From an optimization exercise on the open Yosys and OpenROAD flow, aimed at small area, a short achievable clock period and few clock cycles per item; shortcuts taken in it are not production practice. RTL that was checked went through simulation tests only; none was proved equivalent to the original. The RTL of run 2 was laid out without a check of its function.

==> flow/design.v, too long to show whole: its modules and the start of the top module <==
// module SNN: 185 lines
// module csa_conv_a: 541 lines
// module csa_conv_b: 609 lines
// module csa_conv_c: 611 lines
// module csa_div255: 56 lines
// module csa_div9: 108 lines
// module csa_mac: 186 lines
// module snn_fa: 4 lines
// module snn_ha: 4 lines
// module snn_hai: 4 lines
module SNN(
	input            clk,
	input            rst_n,
	input            in_valid,
	input [7:0]      img,
	input [7:0]      ker,
	input [7:0]      weight,
	output reg       out_valid,
	output reg [9:0] out_data
);
  // ...
==> flow/flow/run.sh <==
#!/bin/bash
# Standard ORFS layout (the standard.sh, unchanged synthesis and
# clock tree), with repair_timing aiming for 11.7 ns of setup margin at
# the design's 16 ns clock, and the port buffers given buf_2 cells.
set -euo pipefail
bash standard.sh SETUP_SLACK_MARGIN=11.7 "BUFFER_PORTS_ARGS=-buffer_cell sky130_fd_sc_hd__buf_2" finish > standard_flow.log 2>&1
==> flow/standard.sh <==
#!/bin/bash
# synth_recipe.tcl (not shown) runs the flow's synth.tcl, then flattens the netlist and writes it again
# the make line also repeats each setting of config.mk as NAME=value (left out here)
make -C /OpenROAD-flow-scripts/flow DESIGN_CONFIG=/design/flow/config.mk WORK_HOME=/design/flow/orfs CLKGATE_MAP_FILE= SYNTH_SCRIPT=/design/flow/synth_recipe.tcl "${@:-finish}"
==> flow/config.mk <==
export PLATFORM = sky130hd
export DESIGN_NAME = SNN
export DESIGN_NICKNAME = SNN
export VERILOG_FILES = /design/flow/design.v
export SDC_FILE = /design/flow/constraint.sdc
export NUM_CORES = 4
export LEC_CHECK = 0
export ABC_CLOCK_PERIOD_IN_PS = 4000
export CAP_MARGIN = 20
export CORE_MARGIN = 2
export CORE_UTILIZATION = 40
export SLEW_MARGIN = 20
export SYNTH_HIERARCHICAL = 1
export SYNTH_MINIMUM_KEEP_SIZE = 0
==> flow/constraint.sdc <==
create_clock -name core_clock -period 16.0 [get_ports {clk}]
set_input_delay 3.2000 -clock core_clock [delete_from_list [all_inputs] [get_ports {clk}]]
set_output_delay 3.2000 -clock core_clock [all_outputs]
set_load 0.01 [all_outputs]
==> results.toml, run 1 <==
[cells_and_area]
inv_count = 259
non_clock_buffer_count = 181
design_area_um2 = 43800
stdcell_count = 4649
fill_cells = 9401
syn2layout_area_growth_pct = 6.30
seq_share_pct = 31.7
buf_share_pct = 3.13

[outcome]
status = "finished clean"

[logic_synthesis]
synth_compound_area_share_pct = 3.89
synth_ff_type = "dfxtp_1"
synth_area_um2 = 41200

[clock_tree]
cts_root_buf = "clkbuf_16"

[die]
die_h_um = 325
tapCellCount = 1368

[global_routing]
antenna_found_initial = 1
grt_pass1_vias = 24600
grt_overflow = 0

[placement]
place_inst = 4400
dp_worst_setup_slack_ns = 11.22
port_buffers = 37
place_hpwl_mm = 65.6

[critical_path]
crit_arrival_ns = 4.88
r2r_start = "mw[4]"
r2r_cells = 15
cp_data_required_time_ns = 16.41
crit_top_cell = "fa_1"
critPathMaxStageDelay_ns = 0.55

[timing]
fin_crit_ns = 4.47

[drt]
via_per_inst = 4.80
Testbench counts, summed over its fixed seeds: cycles 25,600, items 320.
==> module SNN, before the edit <==
module SNN(
	input            clk,
	input            rst_n,
	input            in_valid,
	input [7:0]      img,
	input [7:0]      ker,
	input [7:0]      weight,
	output reg       out_valid,
	output reg [9:0] out_data
);
integer k;
reg        v0;
reg  [7:0] ker_r, wt_r;
reg  [2:0] col, row;
reg        im;
reg  [7:0] win [0:12];           
always @(posedge clk or negedge rst_n) begin
	if (!rst_n) v0 <= 1'b0;
	else        v0 <= in_valid;
end
always @(posedge clk) begin
	ker_r  <= ker;
	wt_r   <= weight;
	win[0] <= img;
	for (k = 1; k < 13; k = k + 1) win[k] <= win[k-1];
end
always @(posedge clk or negedge rst_n) begin
	if (!rst_n) begin
		col <= 3'd0; row <= 3'd0; im <= 1'b0;
	end else if (v0) begin
		if (col == 3'd5) begin
			col <= 3'd0;
			if (row == 3'd5) begin
				row <= 3'd0;
				im  <= ~im;
			end else begin
				row <= row + 3'd1;
			end
		end else begin
			col <= col + 3'd1;
		end
	end
end
reg  [7:0] kr [0:8];
reg  [7:0] wr [0:3];
wire       ld_ok  = v0 && !im && (row[2:1] == 2'b00);
wire [3:0] ld_idx = row[0] ? {1'b0, col} + 4'd6 : {1'b0, col};
always @(posedge clk) begin
	for (k = 0; k < 9; k = k + 1)
		if (ld_ok && ld_idx == k) kr[k] <= ker_r;
	for (k = 0; k < 4; k = k + 1)
		if (ld_ok && ld_idx == k) wr[k] <= wt_r;
end
wire [17:0] a_s, a_c;
wire [18:0] b_s, b_c;
wire [19:0] c_s, c_c;
reg  [17:0] ra_s, ra_c;
reg  [18:0] rb_s, rb_c;
reg  [19:0] rc_s, rc_c;
csa_conv_a u_a(.k0(kr[0]), .x0(win[12]), .k1(kr[1]), .x1(win[11]), .k2(kr[2]), .x2(win[10]),
               .s(a_s), .c(a_c));
csa_conv_b u_b(.k0(kr[3]), .x0(win[7]), .k1(kr[4]), .x1(win[6]), .k2(kr[5]), .x2(win[5]),
               .r0(ra_s), .r1(ra_c), .s(b_s), .c(b_c));
csa_conv_c u_c(.k0(kr[6]), .x0(win[2]), .k1(kr[7]), .x1(win[1]), .k2(kr[8]), .x2(win[0]),
               .r0(rb_s), .r1(rb_c), .s(c_s), .c(c_c));
always @(posedge clk) begin
	ra_s <= a_s; ra_c <= a_c;
	rb_s <= b_s; rb_c <= b_c;
	rc_s <= c_s; rc_c <= c_c;
end
reg       d_v;
reg [1:0] d_i, d_j;
reg       d_im;
always @(posedge clk or negedge rst_n) begin
	if (!rst_n) d_v <= 1'b0;
	else        d_v <= v0 && (row >= 3'd2) && (col >= 3'd2);
end
always @(posedge clk) begin
	d_i  <= row[1:0] - 2'd2;
	d_j  <= col[1:0] - 2'd2;
	d_im <= im;
end
wire [19:0] cs_s     = ~rc_s;
wire [19:0] cs_c     = ~rc_c;
wire [19:0] conv_sum = cs_s + cs_c;
reg  [19:0] pm [0:1];
wire        d_b     = d_j[1];
wire        d_first = !d_i[0] && !d_j[0];
wire        d_last  =  d_i[0] &&  d_j[0];
wire [19:0] pm_cur  = pm[d_b];
wire [20:0] d_cmp   = {1'b0, cs_s} + {1'b0, cs_c} + {1'b0, ~pm_cur};
always @(posedge clk) begin
	if (d_v && (d_first || d_cmp[20])) pm[d_b] <= conv_sum;
end
reg       e_v, e_b, e_a, e_im;
always @(posedge clk or negedge rst_n) begin
	if (!rst_n) e_v <= 1'b0;
	else        e_v <= d_v && d_last;
end
always @(posedge clk) begin
	e_b <= d_b; e_a <= d_i[1]; e_im <= d_im;
end
wire [35:0] e_s, e_c;
csa_div255 u_e(.r0(pm[e_b]), .s(e_s), .c(e_c));
wire [35:0] e_sum = e_s + e_c;
reg  [11:0] q1;
reg         f_v, f_b, f_a, f_im;
always @(posedge clk or negedge rst_n) begin
	if (!rst_n) f_v <= 1'b0;
	else        f_v <= e_v;
end
always @(posedge clk) begin
	q1 <= e_sum[35:24];
	f_b <= e_b; f_a <= e_a; f_im <= e_im;
end
wire [21:0] f_s, f_c;
csa_div9 u_f(.r0(q1), .s(f_s), .c(f_c));
wire [21:0] f_sum = f_s + f_c;
reg  [7:0]  pq, mw;
reg  [16:0] madd;
reg  [16:0] acc_e, acc_o;
reg         m0_v, m1_v, m_b, m_a, m_im;
always @(posedge clk or negedge rst_n) begin
	if (!rst_n) begin
		m0_v <= 1'b0; m1_v <= 1'b0;
	end else begin
		m0_v <= f_v;
		m1_v <= m0_v;
	end
end
always @(posedge clk) begin
	if (f_v) begin
		pq   <= f_sum[21:14];
		m_b  <= f_b; m_a <= f_a; m_im <= f_im;
		mw   <= f_b ? wr[2] : wr[0];
		madd <= f_b ? acc_e : 17'd0;
	end else if (m0_v) begin
		mw   <= m_b ? wr[3] : wr[1];
		madd <= m_b ? acc_o : 17'd0;
	end
end
wire [16:0] m_s, m_c;
csa_mac u_m(.k0(mw), .x0(pq), .r0(madd), .s(m_s), .c(m_c));
wire [16:0] mac_res = m_s + m_c;
reg  [16:0] mres;
always @(posedge clk) begin
	mres <= mac_res;
	if (m0_v) acc_e <= mac_res;
	if (m1_v) acc_o <= mac_res;
end
reg        h_v, h_s;
always @(posedge clk or negedge rst_n) begin
	if (!rst_n) h_v <= 1'b0;
	else        h_v <= (m0_v || m1_v) && m_b;
end
always @(posedge clk) begin
	h_s <= m1_v;
end
wire [15:0] h_y   = mres[16:1];
wire [16:0] h_t   = h_y + {8'd0, h_y[15:8]} + 17'd1;
wire [7:0]  h_e   = h_t[15:8];
reg  [7:0]  e0 [0:3];
wire [1:0]  h_idx = {m_a, h_s};
wire [7:0]  eref  = e0[h_idx];
always @(posedge clk) begin
	if (h_v && !m_im) e0[h_idx] <= h_e;
end
reg  [9:0] dacc;
wire [9:0] dbase = (h_idx == 2'd0) ? 10'd0 : dacc;
wire [9:0] dnew  = (eref > h_e) ? dbase + {2'd0, eref} - {2'd0, h_e}
                                : dbase + {2'd0, h_e} - {2'd0, eref};
wire       h_fin = h_v && m_im && (h_idx == 2'd3);
always @(posedge clk) begin
	if (h_v && m_im) dacc <= dnew;
end
always @(posedge clk or negedge rst_n) begin
	if (!rst_n) begin
		out_valid <= 1'b0;
		out_data  <= 10'd0;
	end else begin
		out_valid <= h_fin;
		out_data  <= (h_fin && dnew[9:4] != 6'd0) ? dnew : 10'd0;
	end
end
endmodule
==> module csa_mac, before the edit <==
module csa_mac(
  input [7:0] k0,
  input [7:0] x0,
  input [16:0] r0,
  output [16:0] s,
  output [16:0] c
);
wire p0 = k0[0] & x0[0];
wire p1 = k0[0] & x0[1];
wire p2 = k0[0] & x0[2];
wire p3 = k0[0] & x0[3];
wire p4 = k0[0] & x0[4];
wire p5 = k0[0] & x0[5];
wire p6 = k0[0] & x0[6];
wire p7 = k0[0] & x0[7];
wire p8 = k0[1] & x0[0];
wire p9 = k0[1] & x0[1];
wire p10 = k0[1] & x0[2];
wire p11 = k0[1] & x0[3];
wire p12 = k0[1] & x0[4];
wire p13 = k0[1] & x0[5];
wire p14 = k0[1] & x0[6];
wire p15 = k0[1] & x0[7];
wire p16 = k0[2] & x0[0];
wire p17 = k0[2] & x0[1];
wire p18 = k0[2] & x0[2];
wire p19 = k0[2] & x0[3];
wire p20 = k0[2] & x0[4];
wire p21 = k0[2] & x0[5];
wire p22 = k0[2] & x0[6];
wire p23 = k0[2] & x0[7];
wire p24 = k0[3] & x0[0];
wire p25 = k0[3] & x0[1];
wire p26 = k0[3] & x0[2];
wire p27 = k0[3] & x0[3];
wire p28 = k0[3] & x0[4];
wire p29 = k0[3] & x0[5];
wire p30 = k0[3] & x0[6];
wire p31 = k0[3] & x0[7];
wire p32 = k0[4] & x0[0];
wire p33 = k0[4] & x0[1];
wire p34 = k0[4] & x0[2];
wire p35 = k0[4] & x0[3];
wire p36 = k0[4] & x0[4];
wire p37 = k0[4] & x0[5];
wire p38 = k0[4] & x0[6];
wire p39 = k0[4] & x0[7];
wire p40 = k0[5] & x0[0];
wire p41 = k0[5] & x0[1];
wire p42 = k0[5] & x0[2];
wire p43 = k0[5] & x0[3];
wire p44 = k0[5] & x0[4];
wire p45 = k0[5] & x0[5];
wire p46 = k0[5] & x0[6];
wire p47 = k0[5] & x0[7];
wire p48 = k0[6] & x0[0];
wire p49 = k0[6] & x0[1];
wire p50 = k0[6] & x0[2];
wire p51 = k0[6] & x0[3];
wire p52 = k0[6] & x0[4];
wire p53 = k0[6] & x0[5];
wire p54 = k0[6] & x0[6];
wire p55 = k0[6] & x0[7];
wire p56 = k0[7] & x0[0];
wire p57 = k0[7] & x0[1];
wire p58 = k0[7] & x0[2];
wire p59 = k0[7] & x0[3];
wire p60 = k0[7] & x0[4];
wire p61 = k0[7] & x0[5];
wire p62 = k0[7] & x0[6];
wire p63 = k0[7] & x0[7];
wire n64, n65;
snn_fa un64(.a(p5), .b(p12), .c(p19), .s(n64), .co(n65));
wire n66, n67;
snn_fa un66(.a(p6), .b(p13), .c(p20), .s(n66), .co(n67));
wire n68, n69;
snn_fa un68(.a(p27), .b(p34), .c(p41), .s(n68), .co(n69));
wire n70, n71;
snn_fa un70(.a(p7), .b(p14), .c(p21), .s(n70), .co(n71));
wire n72, n73;
snn_fa un72(.a(p28), .b(p35), .c(p42), .s(n72), .co(n73));
wire n74, n75;
snn_fa un74(.a(p49), .b(p56), .c(r0[7]), .s(n74), .co(n75));
wire n76, n77;
snn_fa un76(.a(p15), .b(p22), .c(p29), .s(n76), .co(n77));
wire n78, n79;
snn_fa un78(.a(p36), .b(p43), .c(p50), .s(n78), .co(n79));
wire n80, n81;
snn_ha un80(.a(p57), .b(r0[8]), .s(n80), .co(n81));
wire n82, n83;
snn_fa un82(.a(p23), .b(p30), .c(p37), .s(n82), .co(n83));
wire n84, n85;
snn_fa un84(.a(p44), .b(p51), .c(p58), .s(n84), .co(n85));
wire n86, n87;
snn_fa un86(.a(p31), .b(p38), .c(p45), .s(n86), .co(n87));
wire n88, n89;
snn_fa un88(.a(p3), .b(p10), .c(p17), .s(n88), .co(n89));
wire n90, n91;
snn_fa un90(.a(p4), .b(p11), .c(p18), .s(n90), .co(n91));
wire n92, n93;
snn_fa un92(.a(p25), .b(p32), .c(r0[4]), .s(n92), .co(n93));
wire n94, n95;
snn_fa un94(.a(n64), .b(p26), .c(p33), .s(n94), .co(n95));
wire n96, n97;
snn_ha un96(.a(p40), .b(r0[5]), .s(n96), .co(n97));
wire n98, n99;
snn_fa un98(.a(n66), .b(n68), .c(p48), .s(n98), .co(n99));
wire n100, n101;
snn_ha un100(.a(r0[6]), .b(n65), .s(n100), .co(n101));
wire n102, n103;
snn_fa un102(.a(n70), .b(n72), .c(n74), .s(n102), .co(n103));
wire n104, n105;
snn_ha un104(.a(n67), .b(n69), .s(n104), .co(n105));
wire n106, n107;
snn_fa un106(.a(n76), .b(n78), .c(n80), .s(n106), .co(n107));
wire n108, n109;
snn_fa un108(.a(n71), .b(n73), .c(n75), .s(n108), .co(n109));
wire n110, n111;
snn_fa un110(.a(n82), .b(n84), .c(r0[9]), .s(n110), .co(n111));
wire n112, n113;
snn_fa un112(.a(n77), .b(n79), .c(n81), .s(n112), .co(n113));
wire n114, n115;
snn_fa un114(.a(n86), .b(p52), .c(p59), .s(n114), .co(n115));
wire n116, n117;
snn_fa un116(.a(r0[10]), .b(n83), .c(n85), .s(n116), .co(n117));
wire n118, n119;
snn_fa un118(.a(p39), .b(p46), .c(p53), .s(n118), .co(n119));
wire n120, n121;
snn_fa un120(.a(p60), .b(r0[11]), .c(n87), .s(n120), .co(n121));
wire n122, n123;
snn_fa un122(.a(p47), .b(p54), .c(p61), .s(n122), .co(n123));
wire n124, n125;
snn_fa un124(.a(p2), .b(p9), .c(p16), .s(n124), .co(n125));
wire n126, n127;
snn_fa un126(.a(n88), .b(p24), .c(r0[3]), .s(n126), .co(n127));
wire n128, n129;
snn_fa un128(.a(n90), .b(n92), .c(n89), .s(n128), .co(n129));
wire n130, n131;
snn_fa un130(.a(n94), .b(n96), .c(n91), .s(n130), .co(n131));
wire n132, n133;
snn_fa un132(.a(n98), .b(n100), .c(n95), .s(n132), .co(n133));
wire n134, n135;
snn_fa un134(.a(n102), .b(n104), .c(n99), .s(n134), .co(n135));
wire n136, n137;
snn_fa un136(.a(n106), .b(n108), .c(n103), .s(n136), .co(n137));
wire n138, n139;
snn_fa un138(.a(n110), .b(n112), .c(n107), .s(n138), .co(n139));
wire n140, n141;
snn_fa un140(.a(n114), .b(n116), .c(n111), .s(n140), .co(n141));
wire n142, n143;
snn_fa un142(.a(n118), .b(n120), .c(n115), .s(n142), .co(n143));
wire n144, n145;
snn_fa un144(.a(n122), .b(r0[12]), .c(n119), .s(n144), .co(n145));
wire n146, n147;
snn_fa un146(.a(p55), .b(p62), .c(r0[13]), .s(n146), .co(n147));
wire n148, n149;
snn_fa un148(.a(p1), .b(p8), .c(r0[1]), .s(n148), .co(n149));
wire n150, n151;
snn_ha un150(.a(n124), .b(r0[2]), .s(n150), .co(n151));
wire n152, n153;
snn_ha un152(.a(n126), .b(n125), .s(n152), .co(n153));
wire n154, n155;
snn_ha un154(.a(n128), .b(n127), .s(n154), .co(n155));
wire n156, n157;
snn_fa un156(.a(n130), .b(n93), .c(n129), .s(n156), .co(n157));
wire n158, n159;
snn_fa un158(.a(n132), .b(n97), .c(n131), .s(n158), .co(n159));
wire n160, n161;
snn_fa un160(.a(n134), .b(n101), .c(n133), .s(n160), .co(n161));
wire n162, n163;
snn_fa un162(.a(n136), .b(n105), .c(n135), .s(n162), .co(n163));
wire n164, n165;
snn_fa un164(.a(n138), .b(n109), .c(n137), .s(n164), .co(n165));
wire n166, n167;
snn_fa un166(.a(n140), .b(n113), .c(n139), .s(n166), .co(n167));
wire n168, n169;
snn_fa un168(.a(n142), .b(n117), .c(n141), .s(n168), .co(n169));
wire n170, n171;
snn_fa un170(.a(n144), .b(n121), .c(n143), .s(n170), .co(n171));
wire n172, n173;
snn_fa un172(.a(n146), .b(n123), .c(n145), .s(n172), .co(n173));
wire n174, n175;
snn_fa un174(.a(p63), .b(r0[14]), .c(n147), .s(n174), .co(n175));
assign s = {r0[16], r0[15], n174, n172, n170, n168, n166, n164, n162, n160, n158, n156, n154, n152, n150, n148, p0};
assign c = {1'b0, n175, n173, n171, n169, n167, n165, n163, n161, n159, n157, n155, n153, n151, n149, 1'b0, r0[0]};
endmodule
==> inputs of run 2 (changes only) <==
--- a/flow/design.v
+++ b/flow/design.v
@@ -116,9 +116,23 @@
 wire [21:0] f_s, f_c;
 csa_div9 u_f(.r0(q1), .s(f_s), .c(f_c));
 wire [21:0] f_sum = f_s + f_c;
-reg  [7:0]  pq, mw;
-reg  [16:0] madd;
-reg  [16:0] acc_e, acc_o;
+reg  [7:0]  pq;
+reg  [4:0]  mo;                  
+reg  [3:0]  mt, mn;              
+function [12:0] booth;           
+	input [7:0] y;
+	integer i;
+	reg [8:0] z;
+	begin
+		z = {y, 1'b0};
+		for (i = 0; i < 4; i = i + 1) begin
+			booth[i]     = z[2*i+1] ^ z[2*i];
+			booth[5+i]   = (z[2*i+2] & ~z[2*i+1] & ~z[2*i]) | (~z[2*i+2] & z[2*i+1] & z[2*i]);
+			booth[9+i]   = z[2*i+2] & ~(z[2*i+1] & z[2*i]);
+		end
+		booth[4] = y[7];
+	end
+endfunction
 reg         m0_v, m1_v, m_b, m_a, m_im;
 always @(posedge clk or negedge rst_n) begin
 	if (!rst_n) begin
@@ -130,23 +144,21 @@
 end
 always @(posedge clk) begin
 	if (f_v) begin
-		pq   <= f_sum[21:14];
-		m_b  <= f_b; m_a <= f_a; m_im <= f_im;
-		mw   <= f_b ? wr[2] : wr[0];
-		madd <= f_b ? acc_e : 17'd0;
+		pq  <= f_sum[21:14];
+		m_b <= f_b; m_a <= f_a; m_im <= f_im;
+		{mn, mt, mo} <= booth(f_b ? wr[2] : wr[0]);
 	end else if (m0_v) begin
-		mw   <= m_b ? wr[3] : wr[1];
-		madd <= m_b ? acc_o : 17'd0;
+		{mn, mt, mo} <= booth(m_b ? wr[3] : wr[1]);
 	end
 end
+reg  [16:0] mres, mres_d;
+wire [16:0] madd = m_b ? mres_d : 17'd0;
 wire [16:0] m_s, m_c;
-csa_mac u_m(.k0(mw), .x0(pq), .r0(madd), .s(m_s), .c(m_c));
+csa_mac u_m(.x(pq), .one(mo), .two(mt), .neg(mn), .r0(madd), .s(m_s), .c(m_c));
 wire [16:0] mac_res = m_s + m_c;
-reg  [16:0] mres;
 always @(posedge clk) begin
-	mres <= mac_res;
-	if (m0_v) acc_e <= mac_res;
-	if (m1_v) acc_o <= mac_res;
+	mres   <= mac_res;
+	mres_d <= mres;
 end
 reg        h_v, h_s;
 always @(posedge clk or negedge rst_n) begin
@@ -158,28 +170,38 @@
 end
 wire [15:0] h_y   = mres[16:1];
 wire [16:0] h_t   = h_y + {8'd0, h_y[15:8]} + 17'd1;
-wire [7:0]  h_e   = h_t[15:8];
+reg  [7:0]  eqv, eref;
 reg  [7:0]  e0 [0:3];
+reg         i_v, i_s;
 wire [1:0]  h_idx = {m_a, h_s};
-wire [7:0]  eref  = e0[h_idx];
+always @(posedge clk or negedge rst_n) begin
+	if (!rst_n) i_v <= 1'b0;
+	else        i_v <= h_v;
+end
+always @(posedge clk) begin
+	eqv  <= h_t[15:8];
+	eref <= e0[h_idx];
+	i_s  <= h_s;
+end
+wire [1:0] i_idx = {m_a, i_s};
 always @(posedge clk) begin
-	if (h_v && !m_im) e0[h_idx] <= h_e;
+	if (i_v && !m_im) e0[i_idx] <= eqv;
 end
 reg  [9:0] dacc;
-wire [9:0] dbase = (h_idx == 2'd0) ? 10'd0 : dacc;
-wire [9:0] dnew  = (eref > h_e) ? dbase + {2'd0, eref} - {2'd0, h_e}
-                                : dbase + {2'd0, h_e} - {2'd0, eref};
-wire       h_fin = h_v && m_im && (h_idx == 2'd3);
+wire [9:0] dbase = (i_idx == 2'd0) ? 10'd0 : dacc;
+wire [9:0] dnew  = (eref > eqv) ? dbase + {2'd0, eref} - {2'd0, eqv}
+                                : dbase + {2'd0, eqv} - {2'd0, eref};
+wire       i_fin = i_v && m_im && (i_idx == 2'd3);
 always @(posedge clk) begin
-	if (h_v && m_im) dacc <= dnew;
+	if (i_v && m_im) dacc <= dnew;
 end
 always @(posedge clk or negedge rst_n) begin
 	if (!rst_n) begin
 		out_valid <= 1'b0;
 		out_data  <= 10'd0;
 	end else begin
-		out_valid <= h_fin;
-		out_data  <= (h_fin && dnew[9:4] != 6'd0) ? dnew : 10'd0;
+		out_valid <= i_fin;
+		out_data  <= (i_fin && dnew[9:4] != 6'd0) ? dnew : 10'd0;
 	end
 end
 endmodule
@@ -560,25 +582,25 @@
 wire n364, n365;
 snn_fa un364(.a(n292), .b(n209), .c(n281), .s(n364), .co(n365));
 wire n366, n367;
-snn_hai un366(.a(n283), .b(n285), .s(n366), .co(n367));
+snn_fa un366(.a(n283), .b(n285), .c(1'b1), .s(n366), .co(n367));
 wire n368, n369;
 snn_fa un368(.a(n294), .b(n296), .c(n298), .s(n368), .co(n369));
 wire n370, n371;
 snn_fa un370(.a(n300), .b(n287), .c(n289), .s(n370), .co(n371));
 wire n372, n373;
-snn_hai un372(.a(n291), .b(n293), .s(n372), .co(n373));
+snn_fa un372(.a(n291), .b(n293), .c(1'b1), .s(n372), .co(n373));
 wire n374, n375;
 snn_fa un374(.a(n302), .b(n304), .c(n306), .s(n374), .co(n375));
 wire n376, n377;
 snn_fa un376(.a(n308), .b(n295), .c(n297), .s(n376), .co(n377));
 wire n378, n379;
-snn_hai un378(.a(n299), .b(n301), .s(n378), .co(n379));
+snn_fa un378(.a(n299), .b(n301), .c(1'b1), .s(n378), .co(n379));
 wire n380, n381;
 snn_fa un380(.a(n310), .b(n312), .c(n314), .s(n380), .co(n381));
 wire n382, n383;
 snn_fa un382(.a(n316), .b(n303), .c(n305), .s(n382), .co(n383));
 wire n384, n385;
-snn_hai un384(.a(n307), .b(n309), .s(n384), .co(n385));
+snn_fa un384(.a(n307), .b(n309), .c(1'b1), .s(n384), .co(n385));
 wire n386, n387;
 snn_fa un386(.a(n318), .b(n320), .c(n322), .s(n386), .co(n387));
 wire n388, n389;
@@ -590,7 +612,7 @@
 wire n394, n395;
 snn_fa un394(.a(n332), .b(n319), .c(n321), .s(n394), .co(n395));
 wire n396, n397;
-snn_hai un396(.a(n323), .b(n325), .s(n396), .co(n397));
+snn_fa un396(.a(n323), .b(n325), .c(1'b1), .s(n396), .co(n397));
 wire n398, n399;
 snn_fa un398(.a(n334), .b(n336), .c(n338), .s(n398), .co(n399));
 wire n400, n401;
@@ -620,7 +642,7 @@
 wire n424, n425;
 snn_fa un424(.a(n356), .b(n358), .c(n360), .s(n424), .co(n425));
 wire n426, n427;
-snn_hai un426(.a(n353), .b(n355), .s(n426), .co(n427));
+snn_fa un426(.a(n353), .b(n355), .c(1'b1), .s(n426), .co(n427));
 wire n428, n429;
 snn_fa un428(.a(n362), .b(n364), .c(n366), .s(n428), .co(n429));
 wire n430, n431;
@@ -692,11 +714,11 @@
 wire n496, n497;
 snn_fa un496(.a(p0), .b(p64), .c(p128), .s(n496), .co(n497));
 wire n498, n499;
-snn_hai un498(.a(n468), .b(p136), .s(n498), .co(n499));
+snn_fa un498(.a(n468), .b(p136), .c(1'b1), .s(n498), .co(n499));
 wire n500, n501;
 snn_fa un500(.a(n470), .b(n417), .c(n469), .s(n500), .co(n501));
 wire n502, n503;
-snn_hai un502(.a(n472), .b(n471), .s(n502), .co(n503));
+snn_fa un502(.a(n472), .b(n471), .c(1'b1), .s(n502), .co(n503));
 wire n504, n505;
 snn_fa un504(.a(n474), .b(n423), .c(n473), .s(n504), .co(n505));
 wire n506, n507;
@@ -1145,31 +1167,31 @@
 wire n406, n407;
 snn_fa un406(.a(r0[4]), .b(r1[4]), .c(n229), .s(n406), .co(n407));
 wire n408, n409;
-snn_hai un408(.a(n315), .b(n317), .s(n408), .co(n409));
+snn_fa un408(.a(n315), .b(n317), .c(1'b1), .s(n408), .co(n409));
 wire n410, n411;
 snn_fa un410(.a(n324), .b(n326), .c(n328), .s(n410), .co(n411));
 wire n412, n413;
 snn_fa un412(.a(n330), .b(n235), .c(n319), .s(n412), .co(n413));
 wire n414, n415;
-snn_hai un414(.a(n321), .b(n323), .s(n414), .co(n415));
+snn_fa un414(.a(n321), .b(n323), .c(1'b1), .s(n414), .co(n415));
 wire n416, n417;
 snn_fa un416(.a(n332), .b(n334), .c(n336), .s(n416), .co(n417));
 wire n418, n419;
 snn_fa un418(.a(n338), .b(n325), .c(n327), .s(n418), .co(n419));
 wire n420, n421;
-snn_hai un420(.a(n329), .b(n331), .s(n420), .co(n421));
+snn_fa un420(.a(n329), .b(n331), .c(1'b1), .s(n420), .co(n421));
 wire n422, n423;
 snn_fa un422(.a(n340), .b(n342), .c(n344), .s(n422), .co(n423));
 wire n424, n425;
 snn_fa un424(.a(n346), .b(n333), .c(n335), .s(n424), .co(n425));
 wire n426, n427;
-snn_hai un426(.a(n337), .b(n339), .s(n426), .co(n427));
+snn_fa un426(.a(n337), .b(n339), .c(1'b1), .s(n426), .co(n427));
 wire n428, n429;
 snn_fa un428(.a(n348), .b(n350), .c(n352), .s(n428), .co(n429));
 wire n430, n431;
 snn_fa un430(.a(n354), .b(n341), .c(n343), .s(n430), .co(n431));
 wire n432, n433;
-snn_hai un432(.a(n345), .b(n347), .s(n432), .co(n433));
+snn_fa un432(.a(n345), .b(n347), .c(1'b1), .s(n432), .co(n433));
 wire n434, n435;
 snn_fa un434(.a(n356), .b(n358), .c(n360), .s(n434), .co(n435));
 wire n436, n437;
@@ -1181,7 +1203,7 @@
 wire n442, n443;
 snn_fa un442(.a(n370), .b(n357), .c(n359), .s(n442), .co(n443));
 wire n444, n445;
-snn_hai un444(.a(n361), .b(n363), .s(n444), .co(n445));
+snn_fa un444(.a(n361), .b(n363), .c(1'b1), .s(n444), .co(n445));
 wire n446, n447;
 snn_fa un446(.a(n372), .b(n374), .c(n376), .s(n446), .co(n447));
 wire n448, n449;
@@ -1217,7 +1239,7 @@
 wire n478, n479;
 snn_fa un478(.a(n398), .b(n400), .c(n402), .s(n478), .co(n479));
 wire n480, n481;
-snn_hai un480(.a(n395), .b(n397), .s(n480), .co(n481));
+snn_fa un480(.a(n395), .b(n397), .c(1'b1), .s(n480), .co(n481));
 wire n482, n483;
 snn_fa un482(.a(n404), .b(n406), .c(n408), .s(n482), .co(n483));
 wire n484, n485;
@@ -1299,7 +1321,7 @@
 wire n560, n561;
 snn_fa un560(.a(n470), .b(n472), .c(n469), .s(n560), .co(n561));
 wire n562, n563;
-snn_hai un562(.a(n528), .b(n473), .s(n562), .co(n563));
+snn_fa un562(.a(n528), .b(n473), .c(1'b1), .s(n562), .co(n563));
 wire n564, n565;
 snn_fa un564(.a(n530), .b(n477), .c(n529), .s(n564), .co(n565));
 wire n566, n567;
@@ -1327,7 +1349,7 @@
 wire n588, n589;
 snn_fa un588(.a(n554), .b(n525), .c(n553), .s(n588), .co(n589));
 wire n590, n591;
-snn_hai un590(.a(n556), .b(n555), .s(n590), .co(n591));
+snn_fa un590(.a(n556), .b(n555), .c(1'b1), .s(n590), .co(n591));
 wire n592, n593;
 snn_fa un592(.a(r0[17]), .b(r1[17]), .c(n557), .s(n592), .co(n593));
 assign s = {n593, n592, n590, n588, n586, n584, n582, n580, n578, n576, n574, n572, n570, n568, n566, n564, n562, n560, n558};
@@ -1754,31 +1776,31 @@
 wire n406, n407;
 snn_fa un406(.a(r0[4]), .b(r1[4]), .c(n229), .s(n406), .co(n407));
 wire n408, n409;
-snn_hai un408(.a(n315), .b(n317), .s(n408), .co(n409));
+snn_fa un408(.a(n315), .b(n317), .c(1'b1), .s(n408), .co(n409));
 wire n410, n411;
 snn_fa un410(.a(n324), .b(n326), .c(n328), .s(n410), .co(n411));
 wire n412, n413;
 snn_fa un412(.a(n330), .b(n235), .c(n319), .s(n412), .co(n413));
 wire n414, n415;
-snn_hai un414(.a(n321), .b(n323), .s(n414), .co(n415));
+snn_fa un414(.a(n321), .b(n323), .c(1'b1), .s(n414), .co(n415));
 wire n416, n417;
 snn_fa un416(.a(n332), .b(n334), .c(n336), .s(n416), .co(n417));
 wire n418, n419;
 snn_fa un418(.a(n338), .b(n325), .c(n327), .s(n418), .co(n419));
 wire n420, n421;
-snn_hai un420(.a(n329), .b(n331), .s(n420), .co(n421));
+snn_fa un420(.a(n329), .b(n331), .c(1'b1), .s(n420), .co(n421));
 wire n422, n423;
 snn_fa un422(.a(n340), .b(n342), .c(n344), .s(n422), .co(n423));
 wire n424, n425;
 snn_fa un424(.a(n346), .b(n333), .c(n335), .s(n424), .co(n425));
 wire n426, n427;
-snn_hai un426(.a(n337), .b(n339), .s(n426), .co(n427));
+snn_fa un426(.a(n337), .b(n339), .c(1'b1), .s(n426), .co(n427));
 wire n428, n429;
 snn_fa un428(.a(n348), .b(n350), .c(n352), .s(n428), .co(n429));
 wire n430, n431;
 snn_fa un430(.a(n354), .b(n341), .c(n343), .s(n430), .co(n431));
 wire n432, n433;
-snn_hai un432(.a(n345), .b(n347), .s(n432), .co(n433));
+snn_fa un432(.a(n345), .b(n347), .c(1'b1), .s(n432), .co(n433));
 wire n434, n435;
 snn_fa un434(.a(n356), .b(n358), .c(n360), .s(n434), .co(n435));
 wire n436, n437;
@@ -1790,7 +1812,7 @@
 wire n442, n443;
 snn_fa un442(.a(n370), .b(n357), .c(n359), .s(n442), .co(n443));
 wire n444, n445;
-snn_hai un444(.a(n361), .b(n363), .s(n444), .co(n445));
+snn_fa un444(.a(n361), .b(n363), .c(1'b1), .s(n444), .co(n445));
 wire n446, n447;
 snn_fa un446(.a(n372), .b(n374), .c(n376), .s(n446), .co(n447));
 wire n448, n449;
@@ -1826,7 +1848,7 @@
 wire n478, n479;
 snn_fa un478(.a(n398), .b(n400), .c(n402), .s(n478), .co(n479));
 wire n480, n481;
-snn_hai un480(.a(n395), .b(n397), .s(n480), .co(n481));
+snn_fa un480(.a(n395), .b(n397), .c(1'b1), .s(n480), .co(n481));
 wire n482, n483;
 snn_fa un482(.a(n404), .b(n406), .c(n408), .s(n482), .co(n483));
 wire n484, n485;
@@ -1908,7 +1930,7 @@
 wire n560, n561;
 snn_fa un560(.a(n470), .b(n472), .c(n469), .s(n560), .co(n561));
 wire n562, n563;
-snn_hai un562(.a(n528), .b(n473), .s(n562), .co(n563));
+snn_fa un562(.a(n528), .b(n473), .c(1'b1), .s(n562), .co(n563));
 wire n564, n565;
 snn_fa un564(.a(n530), .b(n477), .c(n529), .s(n564), .co(n565));
 wire n566, n567;
@@ -1936,11 +1958,11 @@
 wire n588, n589;
 snn_fa un588(.a(n554), .b(n525), .c(n553), .s(n588), .co(n589));
 wire n590, n591;
-snn_hai un590(.a(n556), .b(n555), .s(n590), .co(n591));
+snn_fa un590(.a(n556), .b(n555), .c(1'b1), .s(n590), .co(n591));
 wire n592, n593;
 snn_fa un592(.a(r0[17]), .b(r1[17]), .c(n557), .s(n592), .co(n593));
 wire n594, n595;
-snn_hai un594(.a(r0[18]), .b(r1[18]), .s(n594), .co(n595));
+snn_fa un594(.a(r0[18]), .b(r1[18]), .c(1'b1), .s(n594), .co(n595));
 assign s = {n595, n594, n592, n590, n588, n586, n584, n582, n580, n578, n576, n574, n572, n570, n568, n566, n564, n562, n560, n558};
 assign c = {1'b1, n593, n591, n589, n587, n585, n583, n581, n579, n577, n575, n573, n571, n569, n567, n565, n563, n561, n559, 1'b1};
 endmodule
@@ -2109,190 +2131,172 @@
 assign c = {n97, n95, n93, n91, n89, n87, n85, n83, n81, n79, n77, n75, n73, n71, n69, n67, n65, n63, n61, 1'b0, 1'b0, 1'b0};
 endmodule
 module csa_mac(
-  input [7:0] k0,
-  input [7:0] x0,
   input [16:0] r0,
+  input [7:0] x,
+  input [4:0] one,
+  input [3:0] two,
+  input [3:0] neg,
   output [16:0] s,
   output [16:0] c
 );
-wire p0 = k0[0] & x0[0];
-wire p1 = k0[0] & x0[1];
-wire p2 = k0[0] & x0[2];
-wire p3 = k0[0] & x0[3];
-wire p4 = k0[0] & x0[4];
-wire p5 = k0[0] & x0[5];
-wire p6 = k0[0] & x0[6];
-wire p7 = k0[0] & x0[7];
-wire p8 = k0[1] & x0[0];
-wire p9 = k0[1] & x0[1];
-wire p10 = k0[1] & x0[2];
-wire p11 = k0[1] & x0[3];
-wire p12 = k0[1] & x0[4];
-wire p13 = k0[1] & x0[5];
-wire p14 = k0[1] & x0[6];
-wire p15 = k0[1] & x0[7];
-wire p16 = k0[2] & x0[0];
-wire p17 = k0[2] & x0[1];
-wire p18 = k0[2] & x0[2];
-wire p19 = k0[2] & x0[3];
-wire p20 = k0[2] & x0[4];
-wire p21 = k0[2] & x0[5];
-wire p22 = k0[2] & x0[6];
-wire p23 = k0[2] & x0[7];
-wire p24 = k0[3] & x0[0];
-wire p25 = k0[3] & x0[1];
-wire p26 = k0[3] & x0[2];
-wire p27 = k0[3] & x0[3];
-wire p28 = k0[3] & x0[4];
-wire p29 = k0[3] & x0[5];
-wire p30 = k0[3] & x0[6];
-wire p31 = k0[3] & x0[7];
-wire p32 = k0[4] & x0[0];
-wire p33 = k0[4] & x0[1];
-wire p34 = k0[4] & x0[2];
-wire p35 = k0[4] & x0[3];
-wire p36 = k0[4] & x0[4];
-wire p37 = k0[4] & x0[5];
-wire p38 = k0[4] & x0[6];
-wire p39 = k0[4] & x0[7];
-wire p40 = k0[5] & x0[0];
-wire p41 = k0[5] & x0[1];
-wire p42 = k0[5] & x0[2];
-wire p43 = k0[5] & x0[3];
-wire p44 = k0[5] & x0[4];
-wire p45 = k0[5] & x0[5];
-wire p46 = k0[5] & x0[6];
-wire p47 = k0[5] & x0[7];
-wire p48 = k0[6] & x0[0];
-wire p49 = k0[6] & x0[1];
-wire p50 = k0[6] & x0[2];
-wire p51 = k0[6] & x0[3];
-wire p52 = k0[6] & x0[4];
-wire p53 = k0[6] & x0[5];
-wire p54 = k0[6] & x0[6];
-wire p55 = k0[6] & x0[7];
-wire p56 = k0[7] & x0[0];
-wire p57 = k0[7] & x0[1];
-wire p58 = k0[7] & x0[2];
-wire p59 = k0[7] & x0[3];
-wire p60 = k0[7] & x0[4];
-wire p61 = k0[7] & x0[5];
-wire p62 = k0[7] & x0[6];
-wire p63 = k0[7] & x0[7];
+wire m0_0 = ((x[0] & one[0])) ^ neg[0];
+wire m0_1 = ((x[1] & one[0]) | (x[0] & two[0])) ^ neg[0];
+wire m0_2 = ((x[2] & one[0]) | (x[1] & two[0])) ^ neg[0];
+wire m0_3 = ((x[3] & one[0]) | (x[2] & two[0])) ^ neg[0];
+wire m0_4 = ((x[4] & one[0]) | (x[3] & two[0])) ^ neg[0];
+wire m0_5 = ((x[5] & one[0]) | (x[4] & two[0])) ^ neg[0];
+wire m0_6 = ((x[6] & one[0]) | (x[5] & two[0])) ^ neg[0];
+wire m0_7 = ((x[7] & one[0]) | (x[6] & two[0])) ^ neg[0];
+wire m0_8 = ((x[7] & two[0])) ^ neg[0];
+wire m1_0 = ((x[0] & one[1])) ^ neg[1];
+wire m1_1 = ((x[1] & one[1]) | (x[0] & two[1])) ^ neg[1];
+wire m1_2 = ((x[2] & one[1]) | (x[1] & two[1])) ^ neg[1];
+wire m1_3 = ((x[3] & one[1]) | (x[2] & two[1])) ^ neg[1];
+wire m1_4 = ((x[4] & one[1]) | (x[3] & two[1])) ^ neg[1];
+wire m1_5 = ((x[5] & one[1]) | (x[4] & two[1])) ^ neg[1];
+wire m1_6 = ((x[6] & one[1]) | (x[5] & two[1])) ^ neg[1];
+wire m1_7 = ((x[7] & one[1]) | (x[6] & two[1])) ^ neg[1];
+wire m1_8 = ((x[7] & two[1])) ^ neg[1];
+wire m2_0 = ((x[0] & one[2])) ^ neg[2];
+wire m2_1 = ((x[1] & one[2]) | (x[0] & two[2])) ^ neg[2];
+wire m2_2 = ((x[2] & one[2]) | (x[1] & two[2])) ^ neg[2];
+wire m2_3 = ((x[3] & one[2]) | (x[2] & two[2])) ^ neg[2];
+wire m2_4 = ((x[4] & one[2]) | (x[3] & two[2])) ^ neg[2];
+wire m2_5 = ((x[5] & one[2]) | (x[4] & two[2])) ^ neg[2];
+wire m2_6 = ((x[6] & one[2]) | (x[5] & two[2])) ^ neg[2];
+wire m2_7 = ((x[7] & one[2]) | (x[6] & two[2])) ^ neg[2];
+wire m2_8 = ((x[7] & two[2])) ^ neg[2];
+wire m3_0 = ((x[0] & one[3])) ^ neg[3];
+wire m3_1 = ((x[1] & one[3]) | (x[0] & two[3])) ^ neg[3];
+wire m3_2 = ((x[2] & one[3]) | (x[1] & two[3])) ^ neg[3];
+wire m3_3 = ((x[3] & one[3]) | (x[2] & two[3])) ^ neg[3];
+wire m3_4 = ((x[4] & one[3]) | (x[3] & two[3])) ^ neg[3];
+wire m3_5 = ((x[5] & one[3]) | (x[4] & two[3])) ^ neg[3];
+wire m3_6 = ((x[6] & one[3]) | (x[5] & two[3])) ^ neg[3];
+wire m3_7 = ((x[7] & one[3]) | (x[6] & two[3])) ^ neg[3];
+wire m3_8 = ((x[7] & two[3])) ^ neg[3];
+wire m4_0 = (x[0] & one[4]);
+wire m4_1 = (x[1] & one[4]);
+wire m4_2 = (x[2] & one[4]);
+wire m4_3 = (x[3] & one[4]);
+wire m4_4 = (x[4] & one[4]);
+wire m4_5 = (x[5] & one[4]);
+wire m4_6 = (x[6] & one[4]);
+wire m4_7 = (x[7] & one[4]);
+wire n0, n1;
+snn_fa un0(.a(r0[4]), .b(m0_4), .c(m1_2), .s(n0), .co(n1));
+wire n2, n3;
+snn_fa un2(.a(r0[5]), .b(m0_5), .c(m1_3), .s(n2), .co(n3));
+wire n4, n5;
+snn_fa un4(.a(r0[6]), .b(m0_6), .c(m1_4), .s(n4), .co(n5));
+wire n6, n7;
+snn_fa un6(.a(m2_2), .b(m3_0), .c(neg[3]), .s(n6), .co(n7));
+wire n8, n9;
+snn_fa un8(.a(r0[7]), .b(m0_7), .c(m1_5), .s(n8), .co(n9));
+wire n10, n11;
+snn_ha un10(.a(m2_3), .b(m3_1), .s(n10), .co(n11));
+wire n12, n13;
+snn_fa un12(.a(r0[8]), .b(m0_8), .c(m1_6), .s(n12), .co(n13));
+wire n14, n15;
+snn_fa un14(.a(m2_4), .b(m3_2), .c(m4_0), .s(n14), .co(n15));
+wire n16, n17;
+snn_fa un16(.a(r0[9]), .b(neg[0]), .c(m1_7), .s(n16), .co(n17));
+wire n18, n19;
+snn_fa un18(.a(m2_5), .b(m3_3), .c(m4_1), .s(n18), .co(n19));
+wire n20, n21;
+snn_fa un20(.a(r0[10]), .b(neg[0]), .c(m1_8), .s(n20), .co(n21));
+wire n22, n23;
+snn_fa un22(.a(m2_6), .b(m3_4), .c(m4_2), .s(n22), .co(n23));
+wire n24, n25;
+snn_fa un24(.a(r0[11]), .b(neg[0]), .c(neg[1]), .s(n24), .co(n25));
+wire n26, n27;
+snn_fa un26(.a(m2_7), .b(m3_5), .c(m4_3), .s(n26), .co(n27));
+wire n28, n29;
+snn_fa un28(.a(r0[12]), .b(neg[0]), .c(neg[1]), .s(n28), .co(n29));
+wire n30, n31;
+snn_fa un30(.a(m2_8), .b(m3_6), .c(m4_4), .s(n30), .co(n31));
+wire n32, n33;
+snn_fa un32(.a(r0[13]), .b(neg[0]), .c(neg[1]), .s(n32), .co(n33));
+wire n34, n35;
+snn_fa un34(.a(neg[2]), .b(m3_7), .c(m4_5), .s(n34), .co(n35));
+wire n36, n37;
+snn_fa un36(.a(r0[14]), .b(neg[0]), .c(neg[1]), .s(n36), .co(n37));
+wire n38, n39;
+snn_fa un38(.a(neg[2]), .b(m3_8), .c(m4_6), .s(n38), .co(n39));
+wire n40, n41;
+snn_fa un40(.a(r0[15]), .b(neg[0]), .c(neg[1]), .s(n40), .co(n41));
+wire n42, n43;
+snn_fa un42(.a(neg[2]), .b(neg[3]), .c(m4_7), .s(n42), .co(n43));
+wire n44, n45;
+snn_fa un44(.a(r0[16]), .b(neg[0]), .c(neg[1]), .s(n44), .co(n45));
+wire n46, n47;
+snn_ha un46(.a(neg[2]), .b(neg[3]), .s(n46), .co(n47));
+wire n48, n49;
+snn_fa un48(.a(r0[2]), .b(m0_2), .c(m1_0), .s(n48), .co(n49));
+wire n50, n51;
+snn_fa un50(.a(r0[3]), .b(m0_3), .c(m1_1), .s(n50), .co(n51));
+wire n52, n53;
+snn_fa un52(.a(n0), .b(m2_0), .c(neg[2]), .s(n52), .co(n53));
+wire n54, n55;
+snn_fa un54(.a(n2), .b(m2_1), .c(n1), .s(n54), .co(n55));
+wire n56, n57;
+snn_fa un56(.a(n4), .b(n6), .c(n3), .s(n56), .co(n57));
+wire n58, n59;
+snn_fa un58(.a(n8), .b(n10), .c(n5), .s(n58), .co(n59));
+wire n60, n61;
+snn_fa un60(.a(n12), .b(n14), .c(n9), .s(n60), .co(n61));
+wire n62, n63;
+snn_fa un62(.a(n16), .b(n18), .c(n13), .s(n62), .co(n63));
 wire n64, n65;
-snn_fa un64(.a(p5), .b(p12), .c(p19), .s(n64), .co(n65));
+snn_fa un64(.a(n20), .b(n22), .c(n17), .s(n64), .co(n65));
 wire n66, n67;
-snn_fa un66(.a(p6), .b(p13), .c(p20), .s(n66), .co(n67));
+snn_fa un66(.a(n24), .b(n26), .c(n21), .s(n66), .co(n67));
 wire n68, n69;
-snn_fa un68(.a(p27), .b(p34), .c(p41), .s(n68), .co(n69));
+snn_fa un68(.a(n28), .b(n30), .c(n25), .s(n68), .co(n69));
 wire n70, n71;
-snn_fa un70(.a(p7), .b(p14), .c(p21), .s(n70), .co(n71));
+snn_fa un70(.a(n32), .b(n34), .c(n29), .s(n70), .co(n71));
 wire n72, n73;
-snn_fa un72(.a(p28), .b(p35), .c(p42), .s(n72), .co(n73));
+snn_fa un72(.a(n36), .b(n38), .c(n33), .s(n72), .co(n73));
 wire n74, n75;
-snn_fa un74(.a(p49), .b(p56), .c(r0[7]), .s(n74), .co(n75));
+snn_fa un74(.a(n40), .b(n42), .c(n37), .s(n74), .co(n75));
 wire n76, n77;
-snn_fa un76(.a(p15), .b(p22), .c(p29), .s(n76), .co(n77));
+snn_fa un76(.a(n44), .b(n46), .c(n41), .s(n76), .co(n77));
 wire n78, n79;
-snn_fa un78(.a(p36), .b(p43), .c(p50), .s(n78), .co(n79));
+snn_fa un78(.a(r0[0]), .b(m0_0), .c(neg[0]), .s(n78), .co(n79));
 wire n80, n81;
-snn_ha un80(.a(p57), .b(r0[8]), .s(n80), .co(n81));
+snn_ha un80(.a(r0[1]), .b(m0_1), .s(n80), .co(n81));
 wire n82, n83;
-snn_fa un82(.a(p23), .b(p30), .c(p37), .s(n82), .co(n83));
+snn_ha un82(.a(n48), .b(neg[1]), .s(n82), .co(n83));
 wire n84, n85;
-snn_fa un84(.a(p44), .b(p51), .c(p58), .s(n84), .co(n85));
+snn_ha un84(.a(n50), .b(n49), .s(n84), .co(n85));
 wire n86, n87;
-snn_fa un86(.a(p31), .b(p38), .c(p45), .s(n86), .co(n87));
+snn_ha un86(.a(n52), .b(n51), .s(n86), .co(n87));
 wire n88, n89;
-snn_fa un88(.a(p3), .b(p10), .c(p17), .s(n88), .co(n89));
+snn_ha un88(.a(n54), .b(n53), .s(n88), .co(n89));
 wire n90, n91;
-snn_fa un90(.a(p4), .b(p11), .c(p18), .s(n90), .co(n91));
+snn_ha un90(.a(n56), .b(n55), .s(n90), .co(n91));
 wire n92, n93;
-snn_fa un92(.a(p25), .b(p32), .c(r0[4]), .s(n92), .co(n93));
+snn_fa un92(.a(n58), .b(n7), .c(n57), .s(n92), .co(n93));
 wire n94, n95;
-snn_fa un94(.a(n64), .b(p26), .c(p33), .s(n94), .co(n95));
+snn_fa un94(.a(n60), .b(n11), .c(n59), .s(n94), .co(n95));
 wire n96, n97;
-snn_ha un96(.a(p40), .b(r0[5]), .s(n96), .co(n97));
+snn_fa un96(.a(n62), .b(n15), .c(n61), .s(n96), .co(n97));
 wire n98, n99;
-snn_fa un98(.a(n66), .b(n68), .c(p48), .s(n98), .co(n99));
+snn_fa un98(.a(n64), .b(n19), .c(n63), .s(n98), .co(n99));
 wire n100, n101;
-snn_ha un100(.a(r0[6]), .b(n65), .s(n100), .co(n101));
+snn_fa un100(.a(n66), .b(n23), .c(n65), .s(n100), .co(n101));
 wire n102, n103;
-snn_fa un102(.a(n70), .b(n72), .c(n74), .s(n102), .co(n103));
+snn_fa un102(.a(n68), .b(n27), .c(n67), .s(n102), .co(n103));
 wire n104, n105;
-snn_ha un104(.a(n67), .b(n69), .s(n104), .co(n105));
+snn_fa un104(.a(n70), .b(n31), .c(n69), .s(n104), .co(n105));
 wire n106, n107;
-snn_fa un106(.a(n76), .b(n78), .c(n80), .s(n106), .co(n107));
+snn_fa un106(.a(n72), .b(n35), .c(n71), .s(n106), .co(n107));
 wire n108, n109;
-snn_fa un108(.a(n71), .b(n73), .c(n75), .s(n108), .co(n109));
+snn_fa un108(.a(n74), .b(n39), .c(n73), .s(n108), .co(n109));
 wire n110, n111;
-snn_fa un110(.a(n82), .b(n84), .c(r0[9]), .s(n110), .co(n111));
-wire n112, n113;
-snn_fa un112(.a(n77), .b(n79), .c(n81), .s(n112), .co(n113));
-wire n114, n115;
-snn_fa un114(.a(n86), .b(p52), .c(p59), .s(n114), .co(n115));
-wire n116, n117;
-snn_fa un116(.a(r0[10]), .b(n83), .c(n85), .s(n116), .co(n117));
-wire n118, n119;
-snn_fa un118(.a(p39), .b(p46), .c(p53), .s(n118), .co(n119));
-wire n120, n121;
-snn_fa un120(.a(p60), .b(r0[11]), .c(n87), .s(n120), .co(n121));
-wire n122, n123;
-snn_fa un122(.a(p47), .b(p54), .c(p61), .s(n122), .co(n123));
-wire n124, n125;
-snn_fa un124(.a(p2), .b(p9), .c(p16), .s(n124), .co(n125));
-wire n126, n127;
-snn_fa un126(.a(n88), .b(p24), .c(r0[3]), .s(n126), .co(n127));
-wire n128, n129;
-snn_fa un128(.a(n90), .b(n92), .c(n89), .s(n128), .co(n129));
-wire n130, n131;
-snn_fa un130(.a(n94), .b(n96), .c(n91), .s(n130), .co(n131));
-wire n132, n133;
-snn_fa un132(.a(n98), .b(n100), .c(n95), .s(n132), .co(n133));
-wire n134, n135;
-snn_fa un134(.a(n102), .b(n104), .c(n99), .s(n134), .co(n135));
-wire n136, n137;
-snn_fa un136(.a(n106), .b(n108), .c(n103), .s(n136), .co(n137));
-wire n138, n139;
-snn_fa un138(.a(n110), .b(n112), .c(n107), .s(n138), .co(n139));
-wire n140, n141;
-snn_fa un140(.a(n114), .b(n116), .c(n111), .s(n140), .co(n141));
-wire n142, n143;
-snn_fa un142(.a(n118), .b(n120), .c(n115), .s(n142), .co(n143));
-wire n144, n145;
-snn_fa un144(.a(n122), .b(r0[12]), .c(n119), .s(n144), .co(n145));
-wire n146, n147;
-snn_fa un146(.a(p55), .b(p62), .c(r0[13]), .s(n146), .co(n147));
-wire n148, n149;
-snn_fa un148(.a(p1), .b(p8), .c(r0[1]), .s(n148), .co(n149));
-wire n150, n151;
-snn_ha un150(.a(n124), .b(r0[2]), .s(n150), .co(n151));
-wire n152, n153;
-snn_ha un152(.a(n126), .b(n125), .s(n152), .co(n153));
-wire n154, n155;
-snn_ha un154(.a(n128), .b(n127), .s(n154), .co(n155));
-wire n156, n157;
-snn_fa un156(.a(n130), .b(n93), .c(n129), .s(n156), .co(n157));
-wire n158, n159;
-snn_fa un158(.a(n132), .b(n97), .c(n131), .s(n158), .co(n159));
-wire n160, n161;
-snn_fa un160(.a(n134), .b(n101), .c(n133), .s(n160), .co(n161));
-wire n162, n163;
-snn_fa un162(.a(n136), .b(n105), .c(n135), .s(n162), .co(n163));
-wire n164, n165;
-snn_fa un164(.a(n138), .b(n109), .c(n137), .s(n164), .co(n165));
-wire n166, n167;
-snn_fa un166(.a(n140), .b(n113), .c(n139), .s(n166), .co(n167));
-wire n168, n169;
-snn_fa un168(.a(n142), .b(n117), .c(n141), .s(n168), .co(n169));
-wire n170, n171;
-snn_fa un170(.a(n144), .b(n121), .c(n143), .s(n170), .co(n171));
-wire n172, n173;
-snn_fa un172(.a(n146), .b(n123), .c(n145), .s(n172), .co(n173));
-wire n174, n175;
-snn_fa un174(.a(p63), .b(r0[14]), .c(n147), .s(n174), .co(n175));
-assign s = {r0[16], r0[15], n174, n172, n170, n168, n166, n164, n162, n160, n158, n156, n154, n152, n150, n148, p0};
-assign c = {1'b0, n175, n173, n171, n169, n167, n165, n163, n161, n159, n157, n155, n153, n151, n149, 1'b0, r0[0]};
+snn_fa un110(.a(n76), .b(n43), .c(n75), .s(n110), .co(n111));
+assign s = {n110, n108, n106, n104, n102, n100, n98, n96, n94, n92, n90, n88, n86, n84, n82, n80, n78};
+assign c = {n109, n107, n105, n103, n101, n99, n97, n95, n93, n91, n89, n87, n85, n83, n81, n79, 1'b0};
 endmodule
 module snn_fa(input a, input b, input c, output s, output co);
 assign s = a ^ b ^ c;
@@ -2302,7 +2306,3 @@
 assign s = a ^ b;
 assign co = a & b;
 endmodule
-module snn_hai(input a, input b, output s, output co);
-assign s = ~(a ^ b);
-assign co = a | b;
-endmodule
--- a/flow/config.mk
+++ b/flow/config.mk
@@ -9,6 +9,8 @@
 export CAP_MARGIN = 20
 export CORE_MARGIN = 2
 export CORE_UTILIZATION = 40
+export CTS_CLUSTER_DIAMETER = 80
+export CTS_CLUSTER_SIZE = 25
 export SLEW_MARGIN = 20
 export SYNTH_HIERARCHICAL = 1
 export SYNTH_MINIMUM_KEEP_SIZE = 0
==> run 2 against run 1 <==
Still clean on timing, DRC and antenna. Worst setup slack improved by 0.19 ns. Count of clock-buffer cells in the layout fell by 35. Critical path depth fell by 14. Synthesized area fell by 0.15%. Non-clock buffer count fell by 5. Core utilization fell by 1.6 points. Clock skew fell by 0.016 ns. Die area fell by 0.15%. Synthesized cell count fell by 1.4%.
==> results.toml, run 2 <==
[timing]
fin_ws_ns = 11.72
relSlewSlack_pct = 25.4
setup_violations = 0
fin_crit_ns = 4.28
rsz0062_at_grt = "yes"
fmax_ghz = 0.234
worstMarginPinSlew_ns = 1.11
tns_ns = 0
holdWs_ns = 0.321
final-hold-violation-count = 0
slew_violations = 0
skew_ns = 0.0267
finalCritPeriodShare_pct = 26.7

[cells_and_area]
layout-drive-gt1-share_pct = 13.8
mostFrequentLayoutCells = "663 x fa_1, 607 x nand2_1, 260 x dfxtp_1"
design_area_um2 = 42100
fill_cells = 9599
top_register = "win"
reg_top3 = "win: 104 flops, kr: 72 flops, pm: 40 flops"
nets = 4063
syn2layout_area_growth_pct = 2.29
largest_reg_flops = 104
antenna_cells = 0
stdcell_count = 4557
layout_commonest_cell = "fa_1"

[die]
core-area_um2 = 102000
die_x_um = 325
placementRows = 117
die-area_um2 = 105000
floorplan.initialDensity_pct = 40.4
ioPinCount = 38
die_h_um = 325

[logic_synthesis]
synth_cells = 3334
synth_ff_type = "dfxtp_1"
synth_area_um2 = 41100
synth_common_cells = "688 x fa_1, 623 x nand2_1, 309 x dfxtp_1, 278 x buf_4, 210 x edfxtp_1"
synth_top_area_share_pct = 33.5
yosys.area.top_type = "fa_1"
synth_area_leaders = "fa_1 33%, edfxtp_1 15%, dfxtp_1 15%, ha_1 5.7%, nand2_1 5.7%"
yosysWarnings = 13
yosysUniqueCellTypes = 71
synth-seq-area-share_pct = 31.9
avgSynthCellArea_um2 = 12.3
synth.most_common_cell = "fa_1"
synth_edf_count = 210
synthArstFlopShare_pct = 4.77
ys_ff_latch = 545

[clock_tree]
clockBufferDepth = 3
cts.sinks = 545
tritoncts = "built"
cts_made_buffers = 37
clock_latency_ns = 0.60
cts_max_level = 2
ctsHoldBuffers = 0
path_clk_slew_ns = 0.09
cts_root_buf = "clkbuf_16"

[global_routing]
grtUsageMet3_pct = 2.60
grt_pass1_wl_mm = 136
grt_pass1_vias = 24600
met1_usage_pct = 21.5
grt-busiest-layer = "met2"
grt_overflow = 0
grt_usage_pct = 16.5
grt_max_degree = 37
antenna_found_initial = 1
grtUsageMet2_pct = 28.5

[critical_path]
crit_arrival_ns = 1.08
r2r_end = "rc_s[7]"
cp_data_required_time_ns = 12.80
crit_cells = 1
r2r_start = "kr[6][3]"
critPathSlowestCell = "dfrtp_1"
critPathLaunchType = "register"
end_kind = "primary output"
crit_type = "reg2out"
crit_start = "out_data[5]"
reg2reg_slack_ns = 11.73
crit_path_end = "out_data[5]"
r2r_cells = 10
critPathMaxStageDelay_ns = 0.37
timing.critical_path.cells = "buf_2"
critPathMaxFanout = 1
cp_top_family = "flip-flops"
path_buf_inv = 1

[min_path]
min-delay-start = "win[3][7]"
hold_class = "reg2reg"

[drt]
routed_wl_mm = 85.0
wl_per_cell_um = 18.7
post-route-drc-count = 0
drtPass1Iterations = 5
drt-initial-drc-count = 1241
drt.antenna.violating_nets = 0
vias = 22300
via_per_inst = 4.89

[placement]
place_hpwl_mm = 67.6
place_area_um2 = 39500
dp_worst_setup_slack_ns = 11.41
place.gp.congestion = 0.861
port_buffers = 37
place_inst = 4360

[outcome]
status = "finished clean"

[flow_run]
max-cap-violations = 0
==> run 2: cell types whose count changed in the layout (fill, tap and decap cells not counted), moves of 16 or more <==
cell	change
inv_1	-111
fa_1	+56
xnor2_1	+49
edfxtp_1	-46
dfxtp_1	+31
fa_2	-31
a22oi_2	+28
and2_1	-26
conb_1	+26
clkbuf_16	-25
o21ai_0	+21
a22o_1	-16
==> run 2: cell type report <==
class                           instances  area (µm²)  area share [%]
Tap cell                             1368        1710            4.07
Inverter                              138         518            1.23
Clock buffer                           46        1000            2.38
Multi-Input combinational cell       2262       24000            57.1
Clock inverter                         22         320           0.761
Sequential cell                       545       13200            31.5
Timing Repair Buffer                  176        1250            2.97
==> run 2: per-layer routing <==
metal | share of wire [%] | vias to the layer above | routed length, µm
met5 | 0 | - | 0
met4 | 2.7 | 0 | 2310
met3 | 5.0 | 112 | 4290
met2 | 51 | 485 | 43000
met1 | 42 | 11600 | 35400
li1 | - | 10100 | -
==> run 2: worst min-delay path by stage <==
stage	end	cells after the start	slack [ns]
2_1_floorplan	e_a	0	0.31
3_3_place_gp	e_a	0	0.31
3_5_place_dp	mres_d[0]	0	0.31
4_1_cts	win[4][7]	0	0.33
5_1_grt	win[4][4]	0	0.33
6_report	win[4][7]	0	0.32
==> run 2: per-stage QoR <==
| stage | utilization [%] |
|---|---|
| after detailed placement | 38.8 |
| final | 41.3 |
| after CTS | 40.8 |
| after global placement | 38.8 |
| after floorplan | - |
| after global routing | 41.3 |
==> run 2: worst register-to-register path, delay by kind of cell, from the launching register on <==
family / cells / cell delay (ns)
and+or+nand+nor: 1 / 0.07
adders and majority gates: 7 / 3.52
buffers and inverters: 2 / 0.24
DFF: 1 / 0.41
==> run 2: timing repair <==
action | in CTS | in global routing
pin swaps | 44 | 106
gates resized for setup | 53 | 70
cloned | 0 | 1
endpoints found under the hold margin | 0 | 0
buffers inserted | 82 | 46
setup endpoints to repair | 77 | 78
==> run 2: kinds of logic after synthesis <==
kind of cell,Yosys count,synth area share (%)
fa+ha+maj,876,39.2
buf+inv,586,10.6
compound gates,256,4.52
simple gates,877,9.06
mux,76,2.24
other cells,8,0.0730
flops,545,31.9
xor+xnor,110,2.34
==> run 2: Yosys stat by module, one instance, submodules excluded <==
| module | cell area (µm²) | times used |
|---|---|---|
| snn_ha | 12.5 | 38 |
| csa_conv_c | 1570 | 1 |
| csa_mac | 1170 | 1 |
| csa_div9 | 383 | 1 |
| csa_conv_b | 1550 | 1 |
| snn_fa | 20.0 | 651 |
| csa_div255 | 548 | 1 |
| SNN | 20900 | 1 |
| csa_conv_a | 1540 | 1 |

==> separate check: timing with driven ports <==
No port has a modelled driver above. Below, the same layouts with a new extraction and two added sets of constraints. Step 1 (the two cells are an assumption about what drives the block):
set clk [get_ports {clk}]
set_driving_cell -lib_cell sky130_fd_sc_hd__clkbuf_16 $clk
set_driving_cell -lib_cell sky130_fd_sc_hd__buf_2 [delete_from_list [all_inputs] $clk]
Step 2 times the ports against the registers' clock, not the clock port: input delays grow and output delays shrink by t, the midpoint of the rising clock arrivals with the driver on. a / b / c = ideal / step 1 / step 2; a / b = the first two.
run | t (ns) | setup slack, ns | slew at the worst register clock pin (ns) | worst data-port slew with drivers (ns)
run 1 | 0.710 | 11.531 / 11.531 / 11.531 | 0.07 / 0.07 | 0.04
run 2 | 0.651 | 11.724 / 11.657 / 11.729 | 0.10 / 0.10 | 0.06
After both steps every run listed still meets setup and hold.
